Context: an optimization exercise on an open-source flow, tuned for small area and a short achievable clock period. The choices shown serve that exercise and are no tape-out recipe. Only simulation tests tie the RTL to the original design; equivalence was not proved. No activity file was given, so power comes from the tool's default toggle rates.

run 1:
## MyComputer
module MyComputer(
	input Clock,
	output [9:0] LEDR,
	input [9:0] SW,
	input [3:0] KEY,
	output [6:0] HEX0,
	output [6:0] HEX1,
	output [6:0] HEX2,
	output [6:0] HEX3,
	output [6:0] HEX4,
	output [6:0] HEX5
);
Size in the first run: roughly 1,100 cells after synthesis, ~67 I/O pins, roughly 8700 um2 of cells after synthesis.
clock: 11.0 ns
lec_check: 0
abc_area: 1
cap_margin: 20
core_margin: 2
core_utilization: 40
cts_buf_list: sky130_fd_sc_hd__clkbuf_8 sky130_fd_sc_hd__clkbuf_16
cts_cluster_size: 20
place_density: 0.6
slew_margin: 20
standard.sh (not shown) runs the stock make flow with config.mk's settings and CLKGATE_MAP_FILE= SYNTH_SCRIPT=/design/flow/synth_recipe.tcl, a recipe that flattens the netlist after the stock synthesis.
==> flow/flow/run.sh <==
#!/bin/bash
# The standard layout (standard.sh), with buf_2 cells as the port buffers
# instead of the default delay buffers, and timing repair aimed below the
# clock period (repair_timing's setup margin).
bash standard.sh "BUFFER_PORTS_ARGS=-buffer_cell sky130_fd_sc_hd__buf_2" SETUP_SLACK_MARGIN=7.8 finish > standard.log 2>&1
What run 2 does differently from run 1 at the input level:
==> flow/flow/run.sh <==
#!/bin/bash
# The standard layout (standard.sh), with buf_4 cells as the port buffers
# instead of the default delay buffers, and timing repair aimed below the
# clock period (repair_timing's setup margin).
bash standard.sh "BUFFER_PORTS_ARGS=-buffer_cell sky130_fd_sc_hd__buf_4" SETUP_SLACK_MARGIN=7.8 finish > standard.log 2>&1
--- a/flow/config.mk
+++ b/flow/config.mk
@@ -10,5 +10,5 @@
 export CORE_MARGIN = 2
 export CORE_UTILIZATION = 40
-export CTS_BUF_LIST = sky130_fd_sc_hd__clkbuf_8 sky130_fd_sc_hd__clkbuf_16
+export CTS_BUF_LIST = sky130_fd_sc_hd__clkbuf_8
 export CTS_CLUSTER_SIZE = 20
 export PLACE_DENSITY = 0.6
Findings:
- No stage failed in run 2, and the final checks on the layout all came back clean.
- Run 2 against run 1: minimum setup slack after placement now smaller, least setup slack across all paths after layout now smaller.
- Between run 1 and run 2, total power is higher for run 1, run 2 comes in under that.
- Looking at number of inserted filler cells in the final layout, run 2 sits 47 below run 1.
- Going from run 1 to run 2, buffer share of cell area now sits higher; count of clock-buffer cells in the layout -2.
- On sequential share of layout area, run 1 and run 2 are basically level.
- Non-filler instance count after layout delta (run 2 -> run 1): insignificant
- Leakage power of the design | run 2 below run 1
- After detailed routing, run 1 needs less wire than run 2.
- Note that the internal power component recorded for run 2 amounts to 0.944 times the value seen in run 1.
Here is what was changed in the inputs of run 3 compared with run 2.
==> flow/flow/run.sh <==
#!/bin/bash
# The standard layout (standard.sh), with buf_2 cells as the port buffers
# instead of the default delay buffers, and timing repair aimed below the
# clock period (repair_timing's setup margin).
bash standard.sh "BUFFER_PORTS_ARGS=-buffer_cell sky130_fd_sc_hd__buf_2" SETUP_SLACK_MARGIN=7.9 finish > standard.log 2>&1
## What came out
- Run 3 against run 2; cell area is down slightly.
- Number of vias after detailed routing: run 3 vs run 2 up about 0.5%
- In the metrics for run 2 and run 3, the one carrying the higher total power per unit cell area is run 3.
- Across run 2 and run 3, none had a timing, DRC or antenna violation.
#### Input delta (run 4 over run 3)
==> flow/flow/run.sh <==
#!/bin/bash
# The standard layout (standard.sh), with buf_2 cells as the port buffers
# instead of the default delay buffers.
bash standard.sh "BUFFER_PORTS_ARGS=-buffer_cell sky130_fd_sc_hd__buf_2" finish > standard.log 2>&1
Findings:
A start-to-end type of the worst setup path of flip-flop to output pin is what run 3 shows, while flip-flop to flip-flop belongs to run 4.
For the flop-to-flop setup slack, run 4 came in 0.41 ns lower than run 3 did.
The faster design of the two is run 3; run 4 tops out lower.
Against run 3, run 4 reports a clock network fraction of total power that is higher.
For run 4, the worst setup path startpoint was ip[3]$_SDFFE_PP0N_, unlike run 3, where it was h0[3]$_DFFE_PP_.
On count of clock buffers in the final design, run 4 and run 3 are neck and neck.
--- input diff run 4..run 5 ---
==> flow/flow/run.sh <==
#!/bin/bash
# The standard layout (standard.sh), with buf_2 cells as the port buffers
# instead of the default delay buffers, and timing repair aimed below the
# clock period (repair_timing's setup margin).
bash standard.sh "BUFFER_PORTS_ARGS=-buffer_cell sky130_fd_sc_hd__buf_2" SETUP_SLACK_MARGIN=7.8 finish > standard.log 2>&1
Findings:
Per the final summary, run 5 finished and its layout is clean on timing, DRC and antenna. Cells: run 5 has more instances than run 4. ~same smallest hold slack in run 5 and run 4. Compared with run 4, in run 5 wire length did not really move, relative area change from synthesis to final layout grew by 1.1 points, total power went up about 0.75%. On core utilization: between run 5 and run 4, it ends up lower for run 4. For peak ir drop on the vdd network, run 4 and run 5 come out practically identical. Taking run 4 as the reference, in run 5 total non-filler cell area in the finished layout now larger; combinational group share of total power now larger; logic depth of the worst path, buffers included now smaller. For run 4, the startpoint of the most critical setup path was ip[3]$_SDFFE_PP0N_, unlike run 5, where it was h2m$_DFFE_PP_.

-- re-timing with driven ports --
The flow's constraints put no driver on any port. The routed layouts listed below were extracted and timed again, unchanged, in two steps. Step 1 (the two cells are an assumption about what drives the block):
set clk [get_ports {Clock}]
set_driving_cell -lib_cell sky130_fd_sc_hd__clkbuf_16 $clk
set_driving_cell -lib_cell sky130_fd_sc_hd__buf_2 [delete_from_list [all_inputs] $clk]
Step 2 adds t to the input delays and takes it off the output delays; t is the mean of the earliest and latest rising clock arrival at the registers after step 1. Input paths then give back, and output paths get back, about the clock's delay inside the block. Slacks: ideal ports / drivers / drivers and shift; pairs: ideal ports / drivers.
run | t (ns) | slack for setup (ns) | hold WS [ns] | worst setup path at the end
run 1 | 0.468 | 7.845 / 7.799 / 7.872 | 0.329 / 0.329 / 0.329 | input to register
run 2 | 0.499 | 7.775 / 7.738 / 7.872 | 0.332 / 0.332 / 0.332 | input to register
run 3 | 0.482 | 7.818 / 7.777 / 7.880 | 0.333 / 0.333 / 0.333 | input to register
run 4 | 0.481 | 7.689 / 7.689 / 7.689 | 0.333 / 0.333 / 0.333 | register to register
run 5 | 0.479 | 7.816 / 7.779 / 7.878 | 0.333 / 0.333 / 0.333 | input to register
After both steps every run listed still meets setup and hold.
